Source: an optimization exercise on an open RTL-to-GDS flow (aim: small area and a short achievable clock period). Production flows keep margins and buffers that such runs may drop.
Function was checked by simulation only, so behaviour that the tests miss may differ from the original.
No activity file was given, so power comes from the tool's default toggle rates.

==> flow/design.v <==
module ALU_PG (
    input  [15:0] data1,
    input  [15:0] data2,
    input         sub,
    output [15:0] p,
    output [15:0] g
);
    wire [15:0] b = data2 ^ {16{sub}};
    assign p = (data1 ^ data2) ^ {16{sub}};
    assign g = {data1[15:1] & b[15:1], (data1[0] & b[0]) | (p[0] & sub)};
endmodule
module ALU (
    input  [15:0] p,
    input  [15:0] g,
    input         sub,
    output [15:0] sum,
    output [15:0] and_result,
    output [15:0] or_result
);
    wire [15:0] g1, p1, g2, p2, g3, p3, c;
    genvar i;
    generate
        for (i = 0; i < 16; i = i + 1) begin : l1
            if (i >= 1) begin
                assign g1[i] = g[i] | (p[i] & g[i-1]);
                assign p1[i] = p[i] & p[i-1];
            end else begin
                assign g1[i] = g[i];
                assign p1[i] = p[i];
            end
        end
        for (i = 0; i < 16; i = i + 1) begin : l2
            if (i >= 2) begin
                assign g2[i] = g1[i] | (p1[i] & g1[i-2]);
                assign p2[i] = p1[i] & p1[i-2];
            end else begin
                assign g2[i] = g1[i];
                assign p2[i] = p1[i];
            end
        end
        for (i = 0; i < 16; i = i + 1) begin : l3
            if (i >= 4) begin
                assign g3[i] = g2[i] | (p2[i] & g2[i-4]);
                assign p3[i] = p2[i] & p2[i-4];
            end else begin
                assign g3[i] = g2[i];
                assign p3[i] = p2[i];
            end
        end
        for (i = 0; i < 16; i = i + 1) begin : l4
            if (i >= 8)
                assign c[i] = g3[i] | (p3[i] & g3[i-8]);
            else
                assign c[i] = g3[i];
        end
    endgenerate
    assign sum = p ^ {c[14:0], sub};
    assign and_result = g;
    assign or_result  = p | g;
endmodule
module Control_Unit (
    input  [3:0] opcode,
    output       mem_read,
    output       mem_write,
    output       reg_write,
    output [1:0] alu_op
);
    assign mem_read  = (opcode == 4'd5);
    assign mem_write = (opcode == 4'd6);
    assign reg_write = (opcode >= 4'd1) && (opcode <= 4'd5);
    assign alu_op    = (opcode == 4'd2) ? 2'd1 :
                       (opcode == 4'd3) ? 2'd2 :
                       (opcode == 4'd4) ? 2'd3 : 2'd0;
endmodule
module Register_File (
    input         clk,
    input         clear,
    input  [3:0]  next_reg1,     
    input  [3:0]  next_reg2,
    input  [15:0] read_sel1,     
    input  [15:0] read_sel2,
    input  [15:0] write_en,      
    input  [15:0] write_data,
    output reg [15:0] next_sel1,
    output reg [15:0] next_sel2,
    output reg [15:0] reg_data1,
    output reg [15:0] reg_data2
);
    reg [15:0] registers [0:15];
    integer i;
    always @(posedge clk) begin
        for (i = 0; i < 16; i = i + 1)
            if (write_en[i] || clear)
                registers[i] <= write_data & {16{~clear}};
    end
    always @(*) begin
        for (i = 0; i < 16; i = i + 1) begin
            next_sel1[i] = next_reg1 == i;
            next_sel2[i] = next_reg2 == i;
        end
    end
    always @(*) begin
        reg_data1 = 16'b0;
        reg_data2 = 16'b0;
        for (i = 0; i < 16; i = i + 1) begin
            reg_data1 = reg_data1 | (registers[i] & {16{read_sel1[i]}});
            reg_data2 = reg_data2 | (registers[i] & {16{read_sel2[i]}});
        end
    end
endmodule
module Hazard_Detection_Unit (
    input        clk,
    input        reset,
    input        id_mem_read,
    input  [3:0] id_rd,
    input  [15:0] instr,
    output reg   stall
);
    always @(posedge clk or posedge reset) begin
        if (reset)
            stall <= 1'b0;
        else if (id_mem_read && (id_rd == instr[11:8] || id_rd == instr[7:4]))
            stall <= 1'b1;
    end
endmodule
module CPU (
    input clk,
    input reset,
    output [15:0] pc,
    input [15:0] instr,
    output [15:0] alu_out,
    output mem_read,
    output mem_write,
    input [15:0] mem_data
);
    wire stall;
    reg  [1:0] after_reset;
    wire       rf_clear = after_reset != 2'd3;
    wire       started  = after_reset != 2'd0;
    reg        ex_sel_sum, ex_sel_and, ex_sel_or, wb_hold;
    reg [15:0] pc_reg;
    reg        id_mem_read, id_mem_write, id_reg_write;
    reg [1:0]  id_alu_op;
    reg        id_sub;
    reg [3:0]  id_ra;
    reg [15:0] id_sel1, id_sel2;   
    reg [15:0] ex_p, ex_g;
    reg        ex_sub;
    reg        ex_mem_read, ex_reg_write;
    reg [3:0]  ex_rd;
    reg [15:0] wb_result;
    reg        wb_mem_read;
    reg [15:0] wb_we;        
    wire       dec_mem_read, dec_mem_write, dec_reg_write;
    wire [1:0] dec_alu_op;
    wire [15:0] next_sel1, next_sel2;
    wire [15:0] rf_data1, rf_data2, id_p, id_g, alu_sum, alu_and, alu_or;
    reg  [15:0] ex_we;
    Control_Unit cu (
        .opcode(instr[15:12]),
        .mem_read(dec_mem_read),
        .mem_write(dec_mem_write),
        .reg_write(dec_reg_write),
        .alu_op(dec_alu_op)
    );
    Hazard_Detection_Unit hdu (
        .clk(clk),
        .reset(reset),
        .id_mem_read(id_mem_read),
        .id_rd(id_ra),
        .instr(instr),
        .stall(stall)
    );
    always @(posedge clk or posedge reset) begin
        if (reset) begin
            after_reset  <= 2'd0;
            pc_reg       <= 16'b0;
            id_mem_read  <= 1'b0;
            id_mem_write <= 1'b0;
        end else begin
            if (rf_clear)
                after_reset <= after_reset + 2'd1;
            pc_reg <= pc_reg + {15'b0, ~stall};
            if (!stall) begin
                id_mem_read  <= dec_mem_read;
                id_mem_write <= dec_mem_write;
            end
        end
    end
    always @(posedge clk) begin
        id_reg_write <= dec_reg_write;
        id_alu_op    <= dec_alu_op;
        id_sub       <= dec_alu_op == 2'd1;
        id_ra        <= instr[11:8];
        id_sel1      <= next_sel1;
        id_sel2      <= next_sel2;
    end
    Register_File rf (
        .clk(clk),
        .clear(rf_clear),
        .next_reg1(instr[11:8]),
        .next_reg2(instr[7:4]),
        .read_sel1(id_sel1),
        .read_sel2(id_sel2),
        .write_en(wb_we),
        .write_data(wb_mem_read ? mem_data : wb_result),
        .next_sel1(next_sel1),
        .next_sel2(next_sel2),
        .reg_data1(rf_data1),
        .reg_data2(rf_data2)
    );
    ALU_PG alu_pg (
        .data1(rf_data1),
        .data2(rf_data2),
        .sub(id_sub),
        .p(id_p),
        .g(id_g)
    );
    always @(posedge clk) begin
        ex_p         <= id_p;
        ex_g         <= id_g;
        ex_sub       <= id_sub;
        ex_mem_read  <= id_mem_read;
        ex_reg_write <= id_reg_write;
        ex_rd        <= id_ra;
    end
    ALU alu (
        .p(ex_p),
        .g(ex_g),
        .sub(ex_sub),
        .sum(alu_sum),
        .and_result(alu_and),
        .or_result(alu_or)
    );
    integer i;
    always @(*)
        for (i = 0; i < 16; i = i + 1)
            ex_we[i] = ex_reg_write && ex_rd == i;
    always @(posedge clk or posedge reset) begin
        if (reset) begin
            ex_sel_sum   <= 1'b0;
            ex_sel_and   <= 1'b0;
            ex_sel_or    <= 1'b0;
            wb_hold      <= 1'b0;
            wb_result    <= 16'b0;
        end else begin
            ex_sel_sum   <= started & ~stall & ~id_alu_op[1];
            ex_sel_and   <= started & ~stall & (id_alu_op == 2'd2);
            ex_sel_or    <= started & ~stall & (id_alu_op == 2'd3);
            wb_hold      <= started & stall;
            wb_result    <= (alu_sum & {16{ex_sel_sum}}) | (alu_and & {16{ex_sel_and}})
                          | (alu_or & {16{ex_sel_or}}) | (wb_result & {16{wb_hold}});
        end
    end
    always @(posedge clk) begin
        wb_mem_read <= ex_mem_read;
        wb_we       <= ex_we;
    end
    assign pc       = pc_reg;
    assign alu_out  = wb_result;
    assign mem_read = id_mem_read;
    assign mem_write = id_mem_write;
endmodule
==> flow/config.mk <==
export PLATFORM = sky130hd
export DESIGN_NAME = CPU
export DESIGN_NICKNAME = CPU
export VERILOG_FILES = /design/flow/design.v
export SDC_FILE = /design/flow/constraint.sdc
export NUM_CORES = 4
export LEC_CHECK = 0
export CAP_MARGIN = 20
export CORE_MARGIN = 2
export CORE_UTILIZATION = 60
export CTS_BUF_LIST = sky130_fd_sc_hd__clkbuf_16
export CTS_CLUSTER_DIAMETER = 80
export CTS_CLUSTER_SIZE = 24
export SETUP_SLACK_MARGIN = 1.6
export SLEW_MARGIN = 20
export TNS_END_PERCENT = 5
==> flow/constraint.sdc <==
create_clock -name core_clock -period 3.5 [get_ports {clk}]
set_input_delay 0.7000 -clock core_clock [delete_from_list [all_inputs] [get_ports {clk}]]
set_output_delay 0.7000 -clock core_clock [all_outputs]
set_load 0.01 [all_outputs]
standard.sh (not shown) runs the stock make flow with config.mk's settings and CLKGATE_MAP_FILE= SYNTH_SCRIPT=/design/flow/synth_recipe.tcl, a recipe that flattens the netlist after the stock synthesis.
==> flow/flow/run.sh <==
#!/bin/bash
set -euo pipefail
bash standard.sh synth > synth.log 2>&1
bash standard.sh MATCH_CELL_FOOTPRINT=0 \
  "BUFFER_PORTS_ARGS=-buffer_cell sky130_fd_sc_hd__buf_2" \
  "CTS_ARGS=-sink_clustering_enable -repair_clock_nets -buf_list sky130_fd_sc_hd__clkbuf_16 -sink_clustering_size 24 -sink_clustering_max_diameter 80 -dont_use_dummy_load" \
  finish > layout.log 2>&1
The baseline finished with timing, DRC and antenna clean.
==> next run, changes <==
TNS_END_PERCENT = 10   (was 5)
Utilization rose by 0.25 points.
Critical path depth stays the same.
Sequential share of layout area decreases by 0.22 points.
Routed wire length goes up by 0.34%.
Setup slack gets better by 0.0046 ns.
Area after synthesis is unchanged.
Design area is higher by 0.39%.
Register-to-register slack hardly moves.
Worst hold slack is worse by 0.0053 ns.
Combinational power goes up by about 2%.
==> next run, changes <==
SETUP_SLACK_MARGIN = 1.5   (was 1.6)
TNS_END_PERCENT = default   (was 10)
Cell count is about the same; sequential cell count is unchanged; maximum frequency decreases by about 4%; clock-buffer cell count stays the same; non-clock buffer count decreases by 4; hold slack gets better by 0.011 ns; first-iteration DRC count increases by 6.1%; utilization decreases by 0.38 points; synthesized area does not change.
==> next run, changes <==
SETUP_SLACK_MARGIN = 1.6   (was 1.5)
TNS_END_PERCENT = 30   (was default)
The new run went through all stages and came out clean.
Via count fell by 0.69%.
Routed wire length is lower by 0.34%.
Cell count went up by 0.39%.


// CPU: RTL as listed in full above, without the edits since
export LEC_CHECK = 0
export CAP_MARGIN = 20
export CORE_MARGIN = 2
export CORE_UTILIZATION = 60
export CTS_BUF_LIST = sky130_fd_sc_hd__clkbuf_16
export CTS_CLUSTER_DIAMETER = 80
export CTS_CLUSTER_SIZE = 24
export SETUP_SLACK_MARGIN = 1.6
export SLEW_MARGIN = 20
create_clock -name core_clock -period 3.5 [get_ports {clk}]
==> flow/flow/run.sh <==
#!/bin/bash
set -euo pipefail
bash standard.sh synth > synth.log 2>&1
bash standard.sh MATCH_CELL_FOOTPRINT=0 \
  "BUFFER_PORTS_ARGS=-buffer_cell sky130_fd_sc_hd__buf_1" \
  "CTS_ARGS=-sink_clustering_enable -repair_clock_nets -buf_list sky130_fd_sc_hd__clkbuf_16 -sink_clustering_size 24 -sink_clustering_max_diameter 80 -dont_use_dummy_load" \
  finish > layout.log 2>&1
Change:
--- a/flow/flow/run.sh
+++ b/flow/flow/run.sh
@@ -5 +5 @@
-  "BUFFER_PORTS_ARGS=-buffer_cell sky130_fd_sc_hd__buf_1" \
+  "BUFFER_PORTS_ARGS=-buffer_cell sky130_fd_sc_hd__buf_2" \
Settings changed: CORE_UTILIZATION 60 to 55.
The changed run finished clean; worst setup slack degrades by 0.023 ns; design area went up by 0.65%; count of clock-buffer cells in the layout does not change; synthesized cell count is unchanged; sequential power barely changes; clock power barely changes; first-iteration DRC count shrinks by 6.6%.

## separate check: timing with driven ports
How much do the figures lean on ideal ports? The routed layouts below were timed once more, with nothing changed but the port constraints. Step 1 sets driving cells, clkbuf_16 on the clock port and buf_2 on the other inputs (assumed; they add their load-dependent delay and slew). Step 2 also shifts input and output timing later by t, the mid clock arrival at the registers, as if the neighbouring blocks saw the same clock. a / b / c = ideal ports / drivers / drivers and shift; a / b = the first two.
run | t (ns) | setup WS [ns] | worst setup path at the end | worst slew at a driven data input, ns
the first run of note 1 | 0.565 | 1.549 / 1.549 / 1.342 | input to register | 0.04
the second run of note 1 | 0.564 | 1.554 / 1.554 / 1.279 | input to register | 0.04
the third run of note 1 | 0.562 | 1.468 / 1.468 / 1.338 | input to register | 0.04
the fourth run of note 1 | 0.564 | 1.556 / 1.556 / 1.329 | input to register | 0.04
the first run of note 2 | 0.568 | 1.571 / 1.571 / 1.448 | input to register | 0.04
the second run of note 2 | 0.573 | 1.548 / 1.548 / 1.486 | input to register | 0.03
After both steps every run listed still meets setup and hold. The setup slack of the second run of note 1, which loses most, moves by 0.000 ns with the drivers and by -0.275 ns with both steps.
